This design comes from an exercise in tuning for small area on the open sky130 flow, not from production work.
At most, simulation tests tie the RTL to the original design; equivalence was not proved.
Function not checked in runs 1 to 3: the RTL went through the layout flow alone.
Power and IR drop assume default switching activity.

==> flow/design.v <==
module LED_top (
    input clk,
    input rst,
    input btn1in,
    input btn2in,
    input btn3in,
    output A,
    output B,
    output C,
    output D,
    output R0,
    output G0,
    output B0,
    output R1,
    output G1,
    output B1,
    output OE,
    output LAT,
    output clk_shft
);
reg [2:0] p;
always @(posedge clk or posedge rst)
    if (rst) p <= 3'd0;
    else     p <= p + 3'd1;
assign clk_shft = p[2];
wire tick = (p == 3'd3);
reg       h;
reg [4:0] k;
wire kwrap = h ? (k == 5'd23) : (k == 5'd25);
wire cnt0  = !h && (k == 5'd25);
always @(posedge clk or posedge rst)
    if (rst) begin
        h <= 1'b0;
        k <= 5'd25;
    end else begin
        k <= (tick && kwrap) ? 5'd0 : k + {4'd0, tick};
        h <= h ^ (tick && kwrap);
    end
reg [6:0] w;
wire gx = &w;
always @(posedge clk or posedge rst)
    if (rst) w <= 7'd0;
    else     w <= w + {6'd0, tick && cnt0 && !gx};
wire ready  = (w == 7'd1) && h && (k <= 5'd6);
wire md     = (w != 7'd0);
wire anybtn = btn1in | btn2in | btn3in;
reg [1:0] d;    
always @(posedge clk or posedge rst)
    if (rst) d <= 2'd0;
    else if (tick)
        case (d)
            2'd0: d <= (md && anybtn) ? 2'd1 : 2'd0;
            2'd1: d <= 2'd2;
            default: d <= anybtn ? 2'd3 : 2'd0;
        endcase
wire shift = (d == 2'd2);
wire Shift = shift | ready;
reg [1:0] lfsr, rnd;
always @(posedge clk or posedge rst)
    if (rst) begin
        lfsr <= 2'd1;
        rnd  <= 2'd0;
    end else if (tick && Shift) begin
        lfsr <= {lfsr[0], lfsr[1] ^ h};
        rnd  <= {lfsr[1] ^ lfsr[0], lfsr[1] | ~lfsr[0]};    
    end
reg [1:0] m5, m5d, i4, i3, i2, i1, i0;
reg ls;
always @(posedge clk or posedge rst)
    if (rst) begin
        m5 <= 2'd0; m5d <= 2'd0;
        i4 <= 2'd0; i3 <= 2'd0; i2 <= 2'd0; i1 <= 2'd0; i0 <= 2'd0;
        ls <= 1'b0;
    end else if (tick) begin
        ls  <= Shift;
        m5d <= m5;
        if (Shift) m5 <= rnd;
        if (ls) begin
            i4 <= m5d; i3 <= i4; i2 <= i3; i1 <= i2; i0 <= i1;
        end
    end
reg [2:0] tile;
reg [3:0] cm;
reg [3:0] rm;
wire t6     = tile[2] & tile[1];           
wire t5     = tile[2] & tile[0];
wire cmwrap = cm[3] & cm[0];               
wire xmit   = t6 && (cm[2:0] == 3'd7);
always @(posedge clk or posedge rst)
    if (rst) begin
        tile <= 3'd6;
        cm   <= 4'd8;
        rm   <= 4'd15;
    end else begin
        cm   <= (tick && cmwrap) ? {2'd0, t5, 1'b0} : cm + {3'd0, tick};
        tile <= (tick && cmwrap && t6) ? 3'd0 : tile + {2'd0, tick && cmwrap};
        rm   <= rm + {3'd0, tick && xmit};
    end
assign {D, C, B, A} = rm;
assign OE  = !(t6 && cm[3]);
assign LAT = xmit;
reg [1:0] code;
always @(*)
    if (gx)
        code = 2'd0;
    else
        case (tile)
            3'd0: code = i0;
            3'd1: code = i1;
            3'd2: code = i2;
            3'd3: code = i3;
            3'd4: code = i4;
            3'd5: code = m5;
            default: code = 2'd0;
        endcase
wire pix_up, pix_dn;
wire rom_000, rom_001, rom_002, rom_003, rom_004, rom_005, rom_006, rom_007, rom_008, rom_009, rom_010, rom_011, rom_012, rom_013, rom_014, rom_015, rom_016, rom_017, rom_018, rom_019, rom_020, rom_021, rom_022, rom_023, rom_024, rom_025, rom_026, rom_027, rom_028, rom_029, rom_030, rom_031, rom_032, rom_033, rom_034, rom_035, rom_036, rom_037, rom_038, rom_039, rom_040, rom_041, rom_042, rom_043, rom_044, rom_045, rom_046, rom_047, rom_048, rom_049, rom_050, rom_051, rom_052, rom_053, rom_054, rom_055, rom_056, rom_057, rom_058, rom_059, rom_060, rom_061, rom_062, rom_063, rom_064, rom_065, rom_066, rom_067, rom_068, rom_069, rom_070, rom_071, rom_072, rom_073, rom_074, rom_075, rom_076;
assign rom_000 = ~(cm[2] | rm[0]);
assign rom_001 = ~(rom_000 | cm[3]);
assign rom_002 = cm[0] & cm[1];
assign rom_003 = ~(rm[1] | rm[0]);
assign rom_004 = cm[2] & ~cm[1];
assign rom_005 = ~(rom_004 | rom_003);
assign rom_006 = rom_005 & ~rom_002;
assign rom_007 = rom_006 & rom_001;
assign rom_008 = ~(rm[2] | rm[1]);
assign rom_009 = rm[2] & rm[1];
assign rom_010 = rom_009 & rm[0];
assign rom_011 = ~(rom_010 | rom_008);
assign rom_012 = rom_004 & rom_003;
assign rom_013 = ~rom_012 & rom_011;
assign rom_014 = rom_013 & ~rom_007;
assign rom_015 = ~cm[3] & rm[0];
assign rom_016 = rom_015 & rom_014;
assign rom_017 = cm[2] & rm[0];
assign rom_018 = rom_017 & ~cm[0];
assign rom_019 = ~rom_018 & rom_001;
assign rom_020 = ~(rom_019 | rom_011);
assign rom_021 = rom_003 & rm[2];
assign rom_022 = ~(rom_021 | rom_020);
assign rom_023 = ~(cm[3] | cm[1]);
assign rom_024 = ~(rom_023 | rom_022);
assign rom_025 = rm[2] & rm[3];
assign rom_026 = rom_025 & ~rom_003;
assign rom_027 = ~(rm[2] | rm[3]);
assign rom_028 = ~(rom_027 | rom_026);
assign rom_029 = rom_028 & ~rom_024;
assign rom_030 = rom_029 & ~rom_016;
assign rom_031 = ~rom_030 & code[0];
assign rom_032 = ~(cm[2] | cm[1]);
assign rom_033 = ~(rom_032 | rom_018);
assign rom_034 = ~rom_033 & rom_025;
assign rom_035 = ~rom_002 & rom_000;
assign rom_036 = ~(rom_035 | rom_034);
assign rom_037 = ~(rom_036 | cm[3]);
assign rom_038 = cm[3] & cm[0];
assign rom_039 = rom_023 & ~cm[0];
assign rom_040 = rom_039 & ~cm[2];
assign rom_041 = ~(rom_040 | rom_038);
assign rom_042 = rom_041 & code[1];
assign rom_043 = rom_042 & ~rom_037;
assign rom_044 = rom_017 & rom_002;
assign rom_045 = rm[3] & ~code[0];
assign rom_046 = rom_008 & ~cm[3];
assign rom_047 = rom_046 & ~rom_045;
assign rom_048 = rom_047 & ~rom_044;
assign rom_049 = rom_010 & rm[3];
assign rom_050 = rom_039 & ~rm[0];
assign rom_051 = ~rom_050 & code[0];
assign rom_052 = ~(rom_051 | rom_049);
assign rom_053 = rom_052 & ~rom_048;
assign rom_054 = ~rom_053 & rom_043;
assign pix_dn = rom_054 & ~rom_031;
assign rom_055 = ~rom_044 & rom_015;
assign rom_056 = cm[0] & ~cm[1];
assign rom_057 = ~(rom_056 | rom_055);
assign rom_058 = ~(rom_009 | rom_008);
assign rom_059 = ~(rom_058 | rom_032);
assign rom_060 = rom_059 & ~rom_057;
assign rom_061 = ~(rom_060 | rom_014);
assign rom_062 = ~rom_012 & rm[3];
assign rom_063 = cm[3] & ~rm[0];
assign rom_064 = 4'h2 >> code;
assign rom_065 = rom_064 & ~rom_063;
assign rom_066 = rom_065 & ~rom_062;
assign rom_067 = rom_066 & rom_041;
assign rom_068 = rom_067 & ~rom_061;
assign rom_069 = rom_050 & rm[1];
assign rom_070 = ~(rom_055 | rm[2]);
assign rom_071 = rom_063 & ~rm[1];
assign rom_072 = ~rom_071 & rom_045;
assign rom_073 = rom_072 & rom_011;
assign rom_074 = rom_073 & ~rom_070;
assign rom_075 = rom_074 & ~rom_069;
assign rom_076 = rom_075 & rom_043;
assign pix_up = rom_076 | rom_068;
reg U, L;
always @(posedge clk or posedge rst)
    if (rst) begin
        U <= 1'b0;
        L <= 1'b0;
    end else if (tick) begin
        U <= pix_up;
        L <= pix_dn;
    end
wire top_band = (rm >= 4'd10) && (rm != 4'd15);
wire low_band = (rm <= 4'd4) || (rm == 4'd15);
assign R0 = U & top_band;
assign G0 = U & top_band;
assign B0 = U & !top_band;
assign R1 = L;
assign G1 = L & low_band;
assign B1 = L & !low_band;
endmodule
==> flow/flow/run.sh <==
#!/bin/bash
# Own layout flow: the standard flow (standard.sh) with three changes:
#  - synthesis maps with an area-oriented ABC script (flow/abc_area.script,
#    selected by ABC_AREA=1); everything else in synthesis is unchanged, so
#    the registers are those of the standard synthesis;
#  - port buffers are sky130_fd_sc_hd__buf_1 (the ports carry light loads);
#  - clock tree synthesis uses clkbuf_8 only and no dummy loads.
set -euo pipefail
here=$(pwd)
rm -rf "$here/scripts_own"
cp -r "$FLOW_HOME/scripts" "$here/scripts_own"
cp "$here/flow/abc_area.script" "$here/scripts_own/abc_area.script"
bash "$here/standard.sh" \
    "SCRIPTS_DIR=$here/scripts_own" \
    ABC_AREA=1 \
    "BUFFER_PORTS_ARGS=-buffer_cell sky130_fd_sc_hd__buf_1" \
    "CTS_ARGS=-sink_clustering_enable -repair_clock_nets -buf_list sky130_fd_sc_hd__clkbuf_8 -dont_use_dummy_load" \
    finish > "$here/flow_make.log" 2>&1
==> flow/flow/abc_area.script <==
strash
dch
amap
topo
==> flow/standard.sh <==
#!/bin/bash
# synth_recipe.tcl (not shown) runs the flow's synth.tcl, then flattens the netlist and writes it again
# the make line also repeats each setting of config.mk as NAME=value (left out here)
make -C /OpenROAD-flow-scripts/flow DESIGN_CONFIG=/design/flow/config.mk WORK_HOME=/design/flow/orfs CLKGATE_MAP_FILE= SYNTH_SCRIPT=/design/flow/synth_recipe.tcl "${@:-finish}"
==> flow/config.mk <==
export PLATFORM = sky130hd
export DESIGN_NAME = LED_top
export DESIGN_NICKNAME = LED_top
export VERILOG_FILES = /design/flow/design.v
export SDC_FILE = /design/flow/constraint.sdc
export NUM_CORES = 4
export LEC_CHECK = 0
export CAP_MARGIN = 20
export CORE_MARGIN = 2
export CORE_UTILIZATION = 40
export SLEW_MARGIN = 20
==> flow/constraint.sdc <==
create_clock -name core_clock -period 12.0 [get_ports {clk}]
set_input_delay 2.4000 -clock core_clock [delete_from_list [all_inputs] [get_ports {clk}]]
set_output_delay 2.4000 -clock core_clock [all_outputs]
set_load 0.01 [all_outputs]
==> impl_metrics.json, run 1 <==
{
  "setup_tns_ps": 0,
  "synth-seq-cells": 50,
  "synthFlopType": "dfrtp_1",
  "stdcell_count": 375,
  "drive_gt1_frac": 0.05667,
  "synth_edf_count": 0,
  "first_iter_violations": 114,
  "grt_pass1_vias": 1889,
  "htree_levels": 2,
  "diodes": 0,
  "clk_path_buf_depth": 2,
  "critPathCaptureType": "output pin",
  "drcViolationCount": 0,
  "die_w_um": 83.51,
  "wl_mm": 5.003,
  "yosysSeqAreaShare": 0.5002,
  "vias": 2032,
  "synth_cell_type_count": 26,
  "cts_hold_buf": 0,
  "rsz0062_at_grt": "false",
  "fmax_ghz": 0.2370,
  "rows": 28,
  "skew_ps": 21.55,
  "dieArea_um2": 6974,
  "min_period_ps": 4219,
  "worstPathRequired_ps": 9600,
  "powerDensity_nw_per_um2": 97.15,
  "yosys_warnings": 1,
  "status": "timing/DRC/antenna clean",
  "grt_usage": 0.1513,
  "cts_setup_buffers": 0,
  "cts-root-buf": "clkbuf_8",
  "p_leak_uw": 0.001095,
  "post-route-period-util": 0.3516,
  "vdd_drop_max_uv": 68.82,
  "synth.avg_cell_area_um2": 9.063,
  "cts_tree": "built",
  "slew_violations": 0,
  "ys_async_sr_fraction": 1.000,
  "final_nets": 323,
  "clkLatencyLatePin_ps": 300,
  "synth.largest_area_cell": "dfrtp_1",
  "cts_made_buffers": 5,
  "grt_max_degree": 51,
  "port_buffers": 17,
  "io_pins": 18,
  "min_path_type": "flop to flop",
  "ant_nets": 0,
  "syn2layout_area_growth_pct": 8.709,
  "fill_cells": 588,
  "initial_core_util": 0.4196,
  "fin_util": 0.4562,
  "post-place-cells": 370,
  "gp_congestion": 0.8896,
  "clk_pin_slew_worst_paths_ps": 90,
  "synth_nets": 300,
  "synth_top_area_frac": 0.3859,
  "finalSetupViolCount": 0,
  "cts_resized": 0,
  "hpwl_mm": 3.612,
  "die_h_um": 83.51,
  "synth.area.top_cells": "dfrtp_1, dfstp_2, ha_1",
  "wl_per_cell_um": 13.34,
  "syn_inst": 279,
  "dr.pass1.iters": 4,
  "relSlewSlack": 0.4363,
  "synth_area_um2": 2529,
  "via_per_inst": 5.419,
  "hold_viol": 0,
  "core_area_um2": 6026,
  "tightest_slew_ps": 844.6,
  "arrival_ps": 1820,
  "fin_total_pwr_uw": 267.1,
  "drv_cap": 0,
  "critPathKind": "flop to output pin",
  "antenna_found_initial": 0,
  "clock_sinks": 50,
  "cp_max_fo": 8,
  "grt-ovfl-total": 0,
  "grt_pass1_wl_mm": 8.645,
  "start_kind": "flop"
}
-- kinds of logic after synthesis --
kind of cell    Yosys count  share of synthesized area
compound gates           72                     0.1776
fa+ha+maj                16                    0.07917
buf+inv                  54                    0.08164
flops                    50                     0.5003
simple gates             87                     0.1613
-- metrics by stage --
stage / hold slack [ps] / setup WS (ps) / cell area (um2)
2_1_floorplan: 427.2 / 8240 / 2529
3_5_place_dp: 446.2 / 8082 / 2679
6_report: 454.6 / 7781 / 2749
3_3_place_gp: 447.4 / 8119 / 2679
5_1_grt: 480.9 / 7611 / 2749
4_1_cts: 463.0 / 7763 / 2748
-- routing by layer --
| layer | GRT usage | vias to the layer above | part of all wire |
|---|---|---|---|
| li1 | - | 1035 | - |
| met1 | 0.2056 | 941 | 0.48 |
| met2 | 0.2353 | 48 | 0.46 |
| met3 | 0.03858 | 8 | 0.041 |
| met4 | 0.05425 | 0 | 0.018 |
| met5 | 0 | - | 0 |
-- state kept, by name, summed over array words and instances, names as in the netlist --
signal and flops:
i2 2, w 7, i4 2, tile 3
cm 4, i1 2, rm 4, ls 1
U 1, lfsr 2, m5d 2, L 1
d 2, i3 2, m5 2, h 1
p 3, i0 2, rnd 2, k 5
-- power by group --
group / internal (uW) / switching [uW] / total (uW)
Combinational: 1.92 / 5.65 / 7.57
Sequential: 171 / 0.974 / 172
Clock: 37.7 / 49.9 / 87.6
-- worst paths after layout --
check | startpoint | to | slack, ps | cells past startpoint
min reg2reg | p[0] | p[0] | 450 | 1
min | p[0] | p[0] | 450 | 1
max in group asynchronous | rst | cm[2] | 9270 | 2
min in group asynchronous | rst | p[1] | 2210 | 2
max | rm[2] | G1 | 7780 | 6
max reg2reg | p[0] | i3[0] | 9120 | 6
-- cell usage after synthesis, types with 3 or more instances --
cell type	count
a211oi_1	5
o22ai_1	28
or4_1	3
nor3_1	12
o21ai_0	15
ha_1	16
dfstp_2	11
a21oi_1	8
a31oi_1	4
nor2_1	27
o32ai_1	3
nand3_1	14
nand4_1	3
dfrtp_1	39
clkinv_1	53
o31ai_1	3
nand2_1	16
nor2b_1	8
-- layout by cell type (no fill, tap or decap), types with 2 or more instances in the layout --
cell type / synthesis / layout
clkinv_1: 53 / 52
dfrtp_1: 39 / 39
o22ai_1: 28 / 28
nor2_1: 27 / 27
buf_1: 0 / 17
nand2_1: 16 / 16
ha_1: 16 / 16
o21ai_0: 15 / 15
nand3_1: 14 / 14
nor3_1: 12 / 12
dfstp_2: 11 / 11
nor2b_1: 8 / 8
a21oi_1: 8 / 8
a211oi_1: 5 / 5
clkbuf_8: 0 / 5
a31oi_1: 4 / 4
nand4_1: 3 / 3
or4_1: 3 / 3
o31ai_1: 3 / 3
o32ai_1: 3 / 3
nor4_1: 2 / 2
a2111oi_0: 2 / 2
a22oi_1: 2 / 2
-- layout make-up --
type / count / area (um2) / share of cell area
multi-input cells: 175 / 1057 / 0.3846
flip-flops and latches: 50 / 1265 / 0.4602
repair buffers: 17 / 63.81 / 0.02321
clock buffers: 5 / 68.82 / 0.02503
well taps: 75 / 93.84 / 0.03414
inverters: 53 / 200.2 / 0.07283
-- critical path: stages (launching register included) --
cell,delay (ps)
dfstp_2,610
clkinv_1,150
nor2_1,200
nand3_1,120
o21ai_0,130
nor2b_1,170
buf_1,160
==> inputs of run 2 (changes only) <==
--- a/flow/design.v
+++ b/flow/design.v
@@ -56,28 +56,24 @@
 wire shift = (d == 2'd2);
 wire Shift = shift | ready;
-reg [1:0] lfsr, rnd;
+reg [1:0] lfsr, rnd, m5p, i4, i3, i2, i1, i0;
+reg ls;
+wire h_prev = h ^ (k == 5'd0);
 always @(posedge clk or posedge rst)
     if (rst) begin
         lfsr <= 2'd1;
         rnd  <= 2'd0;
-    end else if (tick && Shift) begin
-        lfsr <= {lfsr[0], lfsr[1] ^ h};
-        rnd  <= {lfsr[1] ^ lfsr[0], lfsr[1] | ~lfsr[0]};    
-    end
-reg [1:0] m5, m5d, i4, i3, i2, i1, i0;
-reg ls;
-always @(posedge clk or posedge rst)
-    if (rst) begin
-        m5 <= 2'd0; m5d <= 2'd0;
+        m5p  <= 2'd0;
         i4 <= 2'd0; i3 <= 2'd0; i2 <= 2'd0; i1 <= 2'd0; i0 <= 2'd0;
         ls <= 1'b0;
     end else if (tick) begin
-        ls  <= Shift;
-        m5d <= m5;
-        if (Shift) m5 <= rnd;
+        ls <= Shift;
         if (ls) begin
-            i4 <= m5d; i3 <= i4; i2 <= i3; i1 <= i2; i0 <= i1;
+            lfsr <= {lfsr[0], lfsr[1] ^ h_prev};
+            rnd  <= {lfsr[1] ^ lfsr[0], lfsr[1] | ~lfsr[0]};    
+            m5p  <= rnd;
+            i4 <= m5p; i3 <= i4; i2 <= i3; i1 <= i2; i0 <= i1;
         end
     end
+wire [1:0] m5 = ls ? rnd : m5p;
 reg [2:0] tile;
 reg [3:0] cm;
--- a/flow/flow/run.sh
+++ b/flow/flow/run.sh
@@ -15,4 +15,4 @@
     ABC_AREA=1 \
     "BUFFER_PORTS_ARGS=-buffer_cell sky130_fd_sc_hd__buf_1" \
-    "CTS_ARGS=-sink_clustering_enable -repair_clock_nets -buf_list sky130_fd_sc_hd__clkbuf_8 -dont_use_dummy_load" \
+    "CTS_ARGS=-sink_clustering_enable -repair_clock_nets -buf_list sky130_fd_sc_hd__clkbuf_16 -sink_clustering_size 60 -sink_clustering_max_diameter 500 -dont_use_dummy_load" \
     finish > "$here/flow_make.log" 2>&1
==> run 2 against run 1 <==
Largest power group unchanged. Utilization grew 0.91 points. Global-route usage grew 0.32 points. Worst hold slack lost 8.0 ps.
==> impl_metrics.json, run 2 <==
{
  "core_area_um2": 5956,
  "first_iter_violations": 109,
  "die_w_um": 82.88,
  "io_pins": 18,
  "wl_per_cell_um": 13.15,
  "largest_reg_flops": 7,
  "yosysSeqAreaShare": 0.4882,
  "synth.largest_area_cell": "dfrtp_1",
  "clock_sinks": 48,
  "cp_max_fo": 9,
  "skew_ps": 7.197,
  "syn_inst": 279,
  "p_leak_uw": 0.001103,
  "min_to": "p[0]",
  "synth.area.top_cells": "dfrtp_1, dfstp_2, ha_1",
  "grt_pass1_vias": 1972,
  "stdcell_count": 376,
  "p_comb_frac": 0.048,
  "synth_nets": 300,
  "via_per_inst": 5.434,
  "synth_commonest_cells": "clkinv_1, dfrtp_1, nor2_1, o22ai_1, ha_1",
  "finalSetupViolCount": 0,
  "synth_cell_type_count": 29,
  "cts_setup_buffers": 0,
  "vias": 2043,
  "synth_edf_count": 0,
  "clkLatencyLatePin_ps": 290,
  "reg2reg_setup_slack_ps": 8780,
  "min_path_type": "flop to flop",
  "synth_top_area_frac": 0.3720,
  "synthFlopType": "dfrtp_1",
  "p_int_uw": 247.4,
  "min_period_ps": 4186,
  "ant_nets": 0,
  "cts_resized": 0,
  "cts_tree": "built",
  "clk_path_buf_depth": 2,
  "synth_most_common_cell": "clkinv_1",
  "htree_levels": 2,
  "hpwl_mm": 3.660,
  "grt_max_degree": 49,
  "relSlewSlack": 0.3383,
  "synth-seq-cells": 48,
  "setup_tns_ps": 0,
  "layout_common_cells": "clkinv_1, dfrtp_1, nor2_1, o22ai_1, buf_1",
  "powerDensity_nw_per_um2": 113.7,
  "slew_violations": 0,
  "hold_viol": 0,
  "drv_cap": 0,
  "tightest_slew_ps": 988.9,
  "worstPathRequired_ps": 9600,
  "reg2reg_depth": 6,
  "switchingPower_uw": 67.54,
  "initial_core_util": 0.4179,
  "drive_gt1_frac": 0.05980,
  "hp-start": "p[0]",
  "fmax_ghz": 0.2389,
  "antenna_found_initial": 0,
  "rsz0062_at_grt": "false",
  "yosys_warnings": 1,
  "power.share.switching": 0.2144,
  "start_kind": "flop",
  "dieArea_um2": 6868,
  "final_nets": 324,
  "layout_commonest_cell": "clkinv_1",
  "wl_mm": 4.943,
  "reg_top3": "w x7, k x5",
  "cts-root-buf": "clkbuf_16",
  "critPathKind": "flop to output pin",
  "die_h_um": 82.88,
  "gp_congestion": 0.8613,
  "reg2reg_to": "i2[0]",
  "grt_usage": 0.1545,
  "port_buffers": 17,
  "vdd_drop_max_uv": 51.67,
  "cts_made_buffers": 5,
  "path_cells": "clkinv_1 -> nor2_1 -> nand3_1 -> o21ai_0 -> nor2b_1 -> buf_1",
  "critPathCaptureType": "output pin",
  "clk_pin_slew_worst_paths_ps": 60,
  "diodes": 0,
  "min_path_cells": 1,
  "post-place-cells": 371,
  "post-route-period-util": 0.3488,
  "slowest_delay_ps": 610,
  "path_buf_inv": 2,
  "ys_async_sr_fraction": 1.000,
  "drcViolationCount": 0,
  "dr.pass1.iters": 6,
  "synth_area_um2": 2489,
  "clkPwrFrac": 0.408,
  "status": "timing/DRC/antenna clean",
  "grt_pass1_wl_mm": 8.901,
  "cts_hold_buf": 0,
  "regMostFlops": "w",
  "fin_util": 0.4653,
  "synth.avg_cell_area_um2": 8.920,
  "worstReg2RegStart": "p[0]",
  "rows": 28,
  "syn2layout_area_growth_pct": 11.36,
  "arrival_ps": 1790,
  "seq_power_share": 0.544,
  "critPathSlowestCell": "dfstp_2",
  "critical-path-top-delay-family": "flip-flops",
  "grt-ovfl-total": 0
}
-- run 2: kinds of logic (layout without fill, tap and decap cells) --
kind of cell | Yosys count | count (layout) | share of synthesized area
DFF | 48 | 48 | 0.4882
adders and majority gates | 16 | 16 | 0.08044
AOI/OAI and AO/OA | 72 | 72 | 0.1790
buffers and inverters | 49 | 71 | 0.07541
and+or+nand+nor | 93 | 93 | 0.1735
xor gates and xnor gates | 1 | 1 | 0.003520
-- run 2: how the worst max path moves through the flow --
stage / endpoint / slack [ps] / cells past startpoint / start
4_1_cts: G1 / 7790 / 6 / rm[2]
6_report: G1 / 7810 / 6 / rm[2]
2_1_floorplan: R0 / 8250 / 6 / rm[2]
5_1_grt: G1 / 7620 / 6 / rm[2]
3_3_place_gp: G1 / 8130 / 6 / rm[2]
3_5_place_dp: G1 / 8100 / 6 / rm[2]
-- run 2: final cells by class --
type / count / area [um2]
inverter: 48 / 180.2
tap: 75 / 93.84
fill: 599 / 3184
clock buffer: 5 / 125.1
sequential: 48 / 1215
multi-input combinational: 182 / 1086
timing repair buffer: 18 / 71.32
-- run 2: worst register-to-register path, stage by stage, from the launching register on --
cell and delay, ps:
dfrtp_1 350, ha_1 150, ha_1 350, clkinv_1 370
nor2_1 860, clkinv_1 700, o22ai_1 350
-- run 2: power by group through the flow --
stage | Sequential, uW | Clock [uW] | Combinational (uW)
finish | 171 | 128 | 15.2
CTS | 171 | 133 | 15.6
global route | 172 | 137 | 18.3
floorplan | 173 | 0 | 11.8
detailed placement | 174 | 0 | 15.4
global placement | 174 | 0 | 15.1
-- run 2: routing by layer --
metal / part of all wire / GRT usage
met1: 0.48 / 0.2045
met3: 0.030 / 0.03479
met5: 0 / 0
met2: 0.48 / 0.2544
met4: 0.013 / 0.04471
-- run 2: metrics by stage --
stage / worst slack, ps / total power [uW] / hold slack (ps) / area [um2]
6_report: 7814 / 315.0 / 446.6 / 2771
3_3_place_gp: 8133 / 189.2 / 447.0 / 2646
4_1_cts: 7789 / 319.5 / 455.0 / 2771
2_1_floorplan: 8253 / 185.2 / 427.2 / 2489
5_1_grt: 7623 / 327.4 / 475.3 / 2771
3_5_place_dp: 8097 / 189.7 / 444.3 / 2646
==> inputs of run 3 (changes only) <==
--- a/flow/flow/run.sh
+++ b/flow/flow/run.sh
@@ -15,4 +15,4 @@
     ABC_AREA=1 \
     "BUFFER_PORTS_ARGS=-buffer_cell sky130_fd_sc_hd__buf_1" \
-    "CTS_ARGS=-sink_clustering_enable -repair_clock_nets -buf_list sky130_fd_sc_hd__clkbuf_16 -sink_clustering_size 60 -sink_clustering_max_diameter 500 -dont_use_dummy_load" \
+    "CTS_ARGS=-repair_clock_nets -buf_list sky130_fd_sc_hd__clkbuf_8 -dont_use_dummy_load" \
     finish > "$here/flow_make.log" 2>&1
==> run 3 against run 2 <==
Still clean. Area after synthesis did not move. Worst setup slack got worse by 8.9 ps. Clock skew rose by 4.4 ps. Critical path type unchanged. Critical endpoint unchanged. Highest routed layer unchanged.
==> impl_metrics.json, run 3 <==
{
  "largest_reg_flops": 7,
  "diodes": 0,
  "min_period_ps": 4194,
  "die_w_um": 82.88,
  "p_leak_uw": 0.001077,
  "critPathCaptureType": "output pin",
  "synth.avg_cell_area_um2": 8.920,
  "synth_cell_type_count": 29,
  "grt_pass1_wl_mm": 8.928,
  "vdd_drop_max_uv": 44.78,
  "dieArea_um2": 6868,
  "hp-start": "p[0]",
  "grt_usage": 0.1548,
  "cp_max_fo": 9,
  "cts_hold_buf": 0,
  "final_nets": 324,
  "skew_ps": 11.62,
  "power.share.switching": 0.2304,
  "via_per_inst": 5.391,
  "rsz0062_at_grt": "false",
  "synth_area_um2": 2489,
  "fin_area_um2": 2715,
  "arrival_ps": 1790,
  "antenna_found_initial": 0,
  "synth-seq-cells": 48,
  "hold_viol": 0,
  "die_h_um": 82.88,
  "synth_most_common_cell": "clkinv_1",
  "switchingPower_uw": 63.24,
  "min_to": "p[0]",
  "vias": 2027,
  "clk_path_buf_depth": 2,
  "reg2reg_to": "i2[0]",
  "hold_slack_ps": 453.1,
  "yosysSeqAreaShare": 0.4882,
  "clock_sinks": 48,
  "layout_common_cells": "clkinv_1, dfrtp_1, nor2_1, o22ai_1, buf_1",
  "synth_edf_count": 0,
  "synth_nets": 300,
  "dp_slack_ps": 8097,
  "worstReg2RegStart": "p[0]",
  "min_path_cells": 1,
  "slew_violations": 0,
  "drv_cap": 0,
  "clkPwrFrac": 0.321,
  "dpl_cell_area_um2": 2646,
  "relSlewSlack": 0.3380,
  "synthFlopType": "dfrtp_1",
  "setup_tns_ps": 0,
  "cts_setup_buffers": 0,
  "synth.area.top_cells": "dfrtp_1, dfstp_2, ha_1",
  "fin_util": 0.4559,
  "wl_mm": 4.941,
  "dr.pass1.iters": 6,
  "io_pins": 18,
  "syn_inst": 279,
  "synth.largest_area_cell": "dfrtp_1",
  "setup_slack_ps": 7806,
  "gp_congestion": 0.8613,
  "clkLatencyLatePin_ps": 300,
  "cts_resized": 0,
  "clk_pin_slew_worst_paths_ps": 80,
  "hpwl_mm": 3.660,
  "wl_per_cell_um": 13.14,
  "ys_async_sr_fraction": 1.000,
  "post-route-period-util": 0.3495,
  "fmax_ghz": 0.2384,
  "ant_nets": 0,
  "drive_gt1_frac": 0.05980,
  "fill_cells": 603,
  "min_path_type": "flop to flop",
  "layout_commonest_cell": "clkinv_1",
  "tightest_slew_ps": 989.3,
  "synth_top_area_frac": 0.3720,
  "grt-ovfl-total": 0,
  "powerDensity_nw_per_um2": 101.1,
  "reg2reg_depth": 6,
  "initial_core_util": 0.4179,
  "reg2reg_setup_slack_ps": 8780,
  "grt_pass1_vias": 1966,
  "p_comb_frac": 0.055,
  "yosys_warnings": 1,
  "cts-root-buf": "clkbuf_8",
  "htree_levels": 2,
  "cts_made_buffers": 5,
  "reg_top3": "w x7, k x5",
  "start_kind": "flop",
  "seq_power_share": 0.623,
  "regMostFlops": "w",
  "p_int_uw": 211.2,
  "cts_tree": "built",
  "status": "timing/DRC/antenna clean",
  "drcViolationCount": 0,
  "first_iter_violations": 114,
  "worstPathRequired_ps": 9600,
  "finalSetupViolCount": 0,
  "synth_commonest_cells": "clkinv_1, dfrtp_1, nor2_1, o22ai_1, ha_1",
  "core_area_um2": 5956,
  "rows": 28,
  "port_buffers": 17,
  "grt_max_degree": 49,
  "critPathKind": "flop to output pin",
  "syn2layout_area_growth_pct": 9.100
}
[run 3: worst max path at each step]
stage	to	cells past startpoint	from	slack, ps
after floorplan	R0	6	rm[2]	8250
after global placement	G1	6	rm[2]	8130
after detailed placement	G1	6	rm[2]	8100
after CTS	G1	6	rm[2]	7770
after global routing	G1	6	rm[2]	7600
final	G1	6	rm[2]	7810
[run 3: logic make-up (layout without fill, tap and decap cells)]
family                   after synthesis  in the layout  share of synthesized area
AO/OA/AOI/OAI                         72             72                     0.1790
XOR/XNOR                               1              1                   0.003520
adder cells (fa/ha/maj)               16             16                    0.08044
buffers and inverters                 49             71                    0.07541
flip-flops                            48             48                     0.4882
AND/OR/NAND/NOR                       93             93                     0.1735
[run 3: layout make-up]
| class | count | area [um2] | share of cell area |
|---|---|---|---|
| flip-flops and latches | 48 | 1215 | 0.4475 |
| multi-input cells | 182 | 1086 | 0.4000 |
| inverters | 48 | 180.2 | 0.06636 |
| well taps | 75 | 93.84 | 0.03456 |
| repair buffers | 18 | 71.32 | 0.02627 |
| clock buffers | 5 | 68.82 | 0.02535 |
[run 3: stage by stage]
stage               total power [uW]  cells
floorplan                      185.2    279
global placement               189.2    371
detailed placement             189.7    371
CTS                            278.7    376
global route                   286.6    376
finish                         274.5    376
[run 3: critical path, cell delays in order, from the launching register on]
cell      delay [ps]
dfstp_2          620
clkinv_1         140
nor2_1           200
nand3_1          120
o21ai_0          120
nor2b_1          160
buf_1            150
[run 3: metal layers]
layer  GRT usage  vias up  routed length (um)  part of all wire
li1            -     1034                   -                 -
met1      0.2032      951                2356              0.48
met2      0.2566       35                2361              0.48
met3     0.03479        7                 164             0.033
met4     0.04471        0                  59             0.012
met5           0        -                   0                 0
[run 3: power groups by stage]
stage	registers (uW)	logic, uW	clock network, uW
2_1_floorplan	173	11.8	0
3_3_place_gp	174	15.1	0
3_5_place_dp	174	15.4	0
4_1_cts	171	15.6	91.9
5_1_grt	172	18.3	96.3
6_report	171	15.2	88.2
==> inputs of run 4 (changes only) <==
--- a/flow/design.v
+++ b/flow/design.v
@@ -37,11 +37,37 @@
         h <= h ^ (tick && kwrap);
     end
-reg [6:0] w;
-wire gx = &w;
-always @(posedge clk or posedge rst)
-    if (rst) w <= 7'd0;
-    else     w <= w + {6'd0, tick && cnt0 && !gx};
-wire ready  = (w == 7'd1) && h && (k <= 5'd6);
-wire md     = (w != 7'd0);
+reg [2:0] tile;
+reg [3:0] cm;
+reg [3:0] rm;
+wire t6     = tile[2] & tile[1];           
+wire t5     = tile[2] & tile[0];
+wire cmwrap = cm[3] & cm[0];               
+wire xmit   = t6 && (cm[2:0] == 3'd7);
+always @(posedge clk or posedge rst)
+    if (rst) begin
+        tile <= 3'd6;
+        cm   <= 4'd8;
+        rm   <= 4'd15;
+    end else begin
+        cm   <= (tick && cmwrap) ? {2'd0, t5, 1'b0} : cm + {3'd0, tick};
+        tile <= (tick && cmwrap && t6) ? 3'd0 : tile + {2'd0, tick && cmwrap};
+        rm   <= rm + {3'd0, tick && xmit};
+    end
+assign {D, C, B, A} = rm;
+assign OE  = !(t6 && cm[3]);
+assign LAT = xmit;
+wire idle0 = (rm == 4'd15) && t6 && (cm == 4'd8) && cnt0;
+wire gend  = (rm == 4'd11) && (tile == 3'd4) && (cm == 4'd2) && cnt0;
+reg gx, R;
+always @(posedge clk or posedge rst)
+    if (rst) begin
+        gx <= 1'b0;
+        R  <= 1'b0;
+    end else if (tick) begin
+        if (gend) gx <= 1'b1;
+        R <= idle0 || (R && !(h && (k == 5'd6)));
+    end
+wire ready = R;
+wire md    = !idle0;
 wire anybtn = btn1in | btn2in | btn3in;
 reg [1:0] d;    
@@ -76,24 +102,4 @@
     end
 wire [1:0] m5 = ls ? rnd : m5p;
-reg [2:0] tile;
-reg [3:0] cm;
-reg [3:0] rm;
-wire t6     = tile[2] & tile[1];           
-wire t5     = tile[2] & tile[0];
-wire cmwrap = cm[3] & cm[0];               
-wire xmit   = t6 && (cm[2:0] == 3'd7);
-always @(posedge clk or posedge rst)
-    if (rst) begin
-        tile <= 3'd6;
-        cm   <= 4'd8;
-        rm   <= 4'd15;
-    end else begin
-        cm   <= (tick && cmwrap) ? {2'd0, t5, 1'b0} : cm + {3'd0, tick};
-        tile <= (tick && cmwrap && t6) ? 3'd0 : tile + {2'd0, tick && cmwrap};
-        rm   <= rm + {3'd0, tick && xmit};
-    end
-assign {D, C, B, A} = rm;
-assign OE  = !(t6 && cm[3]);
-assign LAT = xmit;
 reg [1:0] code;
 always @(*)
--- a/flow/flow/run.sh
+++ b/flow/flow/run.sh
@@ -5,5 +5,6 @@
 #    the registers are those of the standard synthesis;
 #  - port buffers are sky130_fd_sc_hd__buf_1 (the ports carry light loads);
-#  - clock tree synthesis uses clkbuf_8 only and no dummy loads.
+#  - clock tree synthesis uses clkbuf_8 only, without sink clustering or
+#    dummy loads.
 set -euo pipefail
 here=$(pwd)
==> run 4 against run 3 <==
Clock-buffer cell count stayed put. Global-route usage is 1.5 points higher. Worst setup slack worse by 150 ps. Register-to-register slack better by 500 ps. Via count is 4.9% lower. Sequential cell count is 5 lower. Still clean. Clock power is 6.3% lower. Wire length is 0.14% lower. Power is 9.4% lower. Utilization is 0.14 points lower. Final cell count is 6.6% lower.
==> impl_metrics.json, run 4 <==
{
  "rows": 27,
  "yosysSeqAreaShare": 0.4796,
  "switchingPower_uw": 55.56,
  "p_int_uw": 193.0,
  "synth_area_um2": 2272,
  "tightest_slew_ps": 665.5,
  "slew_violations": 0,
  "ys_async_sr_fraction": 1.000,
  "synth_top_area_frac": 0.3524,
  "cp_max_fo": 7,
  "finalSetupViolCount": 0,
  "grt_pass1_vias": 1766,
  "setup_slack_ps": 7655,
  "initial_core_util": 0.4126,
  "regMostFlops": "k",
  "fin_area_um2": 2502,
  "power.share.switching": 0.2235,
  "synth.largest_area_cell": "dfrtp_1",
  "met2_usage": 0.2703,
  "grt_max_degree": 44,
  "busiest_layer": "met2",
  "drive_gt1_frac": 0.06452,
  "die_h_um": 79.37,
  "syn_inst": 256,
  "cts_made_buffers": 5,
  "skew_ps": 12.42,
  "fmax_ghz": 0.2301,
  "ant_nets": 0,
  "vdd_drop_max_uv": 52.14,
  "antenna_found_initial": 0,
  "synth_commonest_cells": "clkinv_1, dfrtp_1, nor2_1, o22ai_1",
  "grt-ovfl-total": 0,
  "clkLatencyLatePin_ps": 290,
  "vias": 1928,
  "yosys_warnings": 1,
  "relSlewSlack": 0.5529,
  "met1_usage": 0.2220,
  "clkPwrFrac": 0.332,
  "drv_cap": 0,
  "start_kind": "flop",
  "setup_tns_ps": 0,
  "port_buffers": 17,
  "dp_slack_ps": 7962,
  "gp_congestion": 0.9149,
  "dieArea_um2": 6300,
  "synthFlopType": "dfrtp_1",
  "fill_cells": 551,
  "grt_pass1_wl_mm": 8.307,
  "critPathCaptureType": "output pin",
  "synth_most_common_cell": "clkinv_1",
  "cts_resized": 0,
  "cts-root-buf": "clkbuf_8",
  "grt_util_met3": 0.04412,
  "worstPathRequired_ps": 9600,
  "arrival_ps": 1950,
  "diodes": 0,
  "final_nets": 300,
  "critPathKind": "flop to output pin",
  "layout_commonest_cell": "clkinv_1",
  "synth_nets": 275,
  "syn2layout_area_growth_pct": 10.13,
  "wl_per_cell_um": 14.06,
  "synth_cell_type_count": 29,
  "synth_edf_count": 0,
  "status": "timing/DRC/antenna clean",
  "min_path_type": "flop to flop",
  "p_leak_uw": 0.0009476,
  "io_pins": 18,
  "first_iter_violations": 121,
  "dr.pass1.iters": 4,
  "seq_power_share": 0.615,
  "cts_tree": "built",
  "synth-seq-cells": 43,
  "p_comb_frac": 0.053,
  "rsz0062_at_grt": "false",
  "synth.avg_cell_area_um2": 8.876,
  "layout_common_cells": "clkinv_1, dfrtp_1, nor2_1, o22ai_1, buf_1",
  "clk_path_buf_depth": 2,
  "die_w_um": 79.37,
  "drcViolationCount": 0,
  "hold_viol": 0,
  "htree_levels": 2,
  "synth.area.top_cells": "dfrtp_1, dfstp_2, ha_1",
  "hpwl_mm": 3.565,
  "reg_top3": "k x5, cm x4, rm x4",
  "via_per_inst": 5.493,
  "post-route-period-util": 0.3621,
  "core_area_um2": 5507,
  "min_period_ps": 4345,
  "dpl_cell_area_um2": 2434,
  "largest_reg_flops": 5,
  "fin_total_pwr_uw": 248.5,
  "clk_pin_slew_worst_paths_ps": 80,
  "cts_setup_buffers": 0,
  "powerDensity_nw_per_um2": 99.32,
  "cts_hold_buf": 0,
  "grt_usage": 0.1701,
  "wl_mm": 4.934,
  "clock_sinks": 43
}
run 4: cell count changes in the layout (fill, tap and decap cells not counted), moves of 3 or more:
cell      previous run  this run
o21a_1               3         0
nand2_1             12        16
nor4_1               3         6
dfrtp_1             37        32
a211oi_1             5         8
a21oi_1             10         6
nor2_1              36        32
clkinv_1            47        41
o22ai_1             29        19
run 4: final timing paths:
check,start,end,slack [ps],cells after the start
setup / recovery,rm[1],B1,7650,5
hold / removal,p[0],p[0],460,1
setup reg to reg,p[0],tile[2],9280,8
hold reg to reg,p[0],p[0],460,1
max in group asynchronous,rst,cm[3],9410,3
min in group asynchronous,rst,d[0],2200,3
run 4: power groups by stage:
stage,Sequential [uW],Clock [uW],Combinational [uW]
6_report,153,82.6,13.1
5_1_grt,153,92.2,15.6
4_1_cts,153,87.2,13.6
3_5_place_dp,156,0,13.5
3_3_place_gp,156,0,13.4
2_1_floorplan,155,0,10.3
run 4: layout make-up:
class                           instances  area, um2  share of cell area
Clock buffer                            5      68.82             0.02750
Inverter                               41      153.9             0.06150
Multi-Input combinational cell        171       1021              0.4080
Sequential cell                        43       1090              0.4355
Tap cell                               72      90.09             0.03600
Timing Repair Buffer                   19      78.83             0.03150
run 4: critical path, cell delays in order, from the launching register on:
cell and delay [ps]:
dfstp_2 600, clkinv_1 150, ha_1 220, a311oi_1 340
nor2b_1 170, buf_1 160
run 4: cell families after synthesis:
family / count (synthesis) / synth area share
xor gates and xnor gates: 1 / 0.003855
DFF: 43 / 0.4796
buffers and inverters: 42 / 0.07104
AOI/OAI and AO/OA: 62 / 0.1751
and+or+nand+nor: 94 / 0.1933
adders and majority gates: 14 / 0.07709
run 4: metrics by stage:
| step | util | cells | hold WS (ps) |
|---|---|---|---|
| global placement | 0.4419 | 346 | 447.2 |
| finish | 0.4544 | 351 | 459.0 |
| global route | 0.4544 | 351 | 478.8 |
| CTS | 0.4544 | 351 | 462.1 |
| detailed placement | 0.4419 | 346 | 447.4 |
| floorplan | - | 256 | 427.2 |
run 4: layer usage:
layer	vias up	wire, um	share of wire
met5	-	0	0
met4	0	125	0.025
met3	16	226	0.046
met2	46	2264	0.46
met1	901	2318	0.47
li1	965	-	-

==> afterwards: timing with drivers on the ports <==
No port has a modelled driver above. Below, the same layouts with a new extraction and two added sets of constraints. Step 1 (the two cells are an assumption about what drives the block):
set clk [get_ports {clk}]
set_driving_cell -lib_cell sky130_fd_sc_hd__clkbuf_16 $clk
set_driving_cell -lib_cell sky130_fd_sc_hd__buf_2 [delete_from_list [all_inputs] $clk]
Step 2 moves the port delays by t, midway between the first and last clock arrival at a register: inputs arrive t later, outputs are due t later. That takes back most of the time a late clock gives input paths. Slacks: ideal / step 1 / step 2; pairs: ideal / step 1.
run	shift t [ns]	setup WS [ns]	hold slack, ns
run 1	0.322	7.781 / 7.752 / 8.074	0.455 / 0.455 / 0.455
run 2	0.314	7.814 / 7.782 / 8.096	0.447 / 0.447 / 0.447
run 3	0.318	7.806 / 7.778 / 8.095	0.453 / 0.453 / 0.453
run 4	0.313	7.655 / 7.628 / 7.941	0.459 / 0.459 / 0.459
After both steps setup and hold are still met in every run listed.
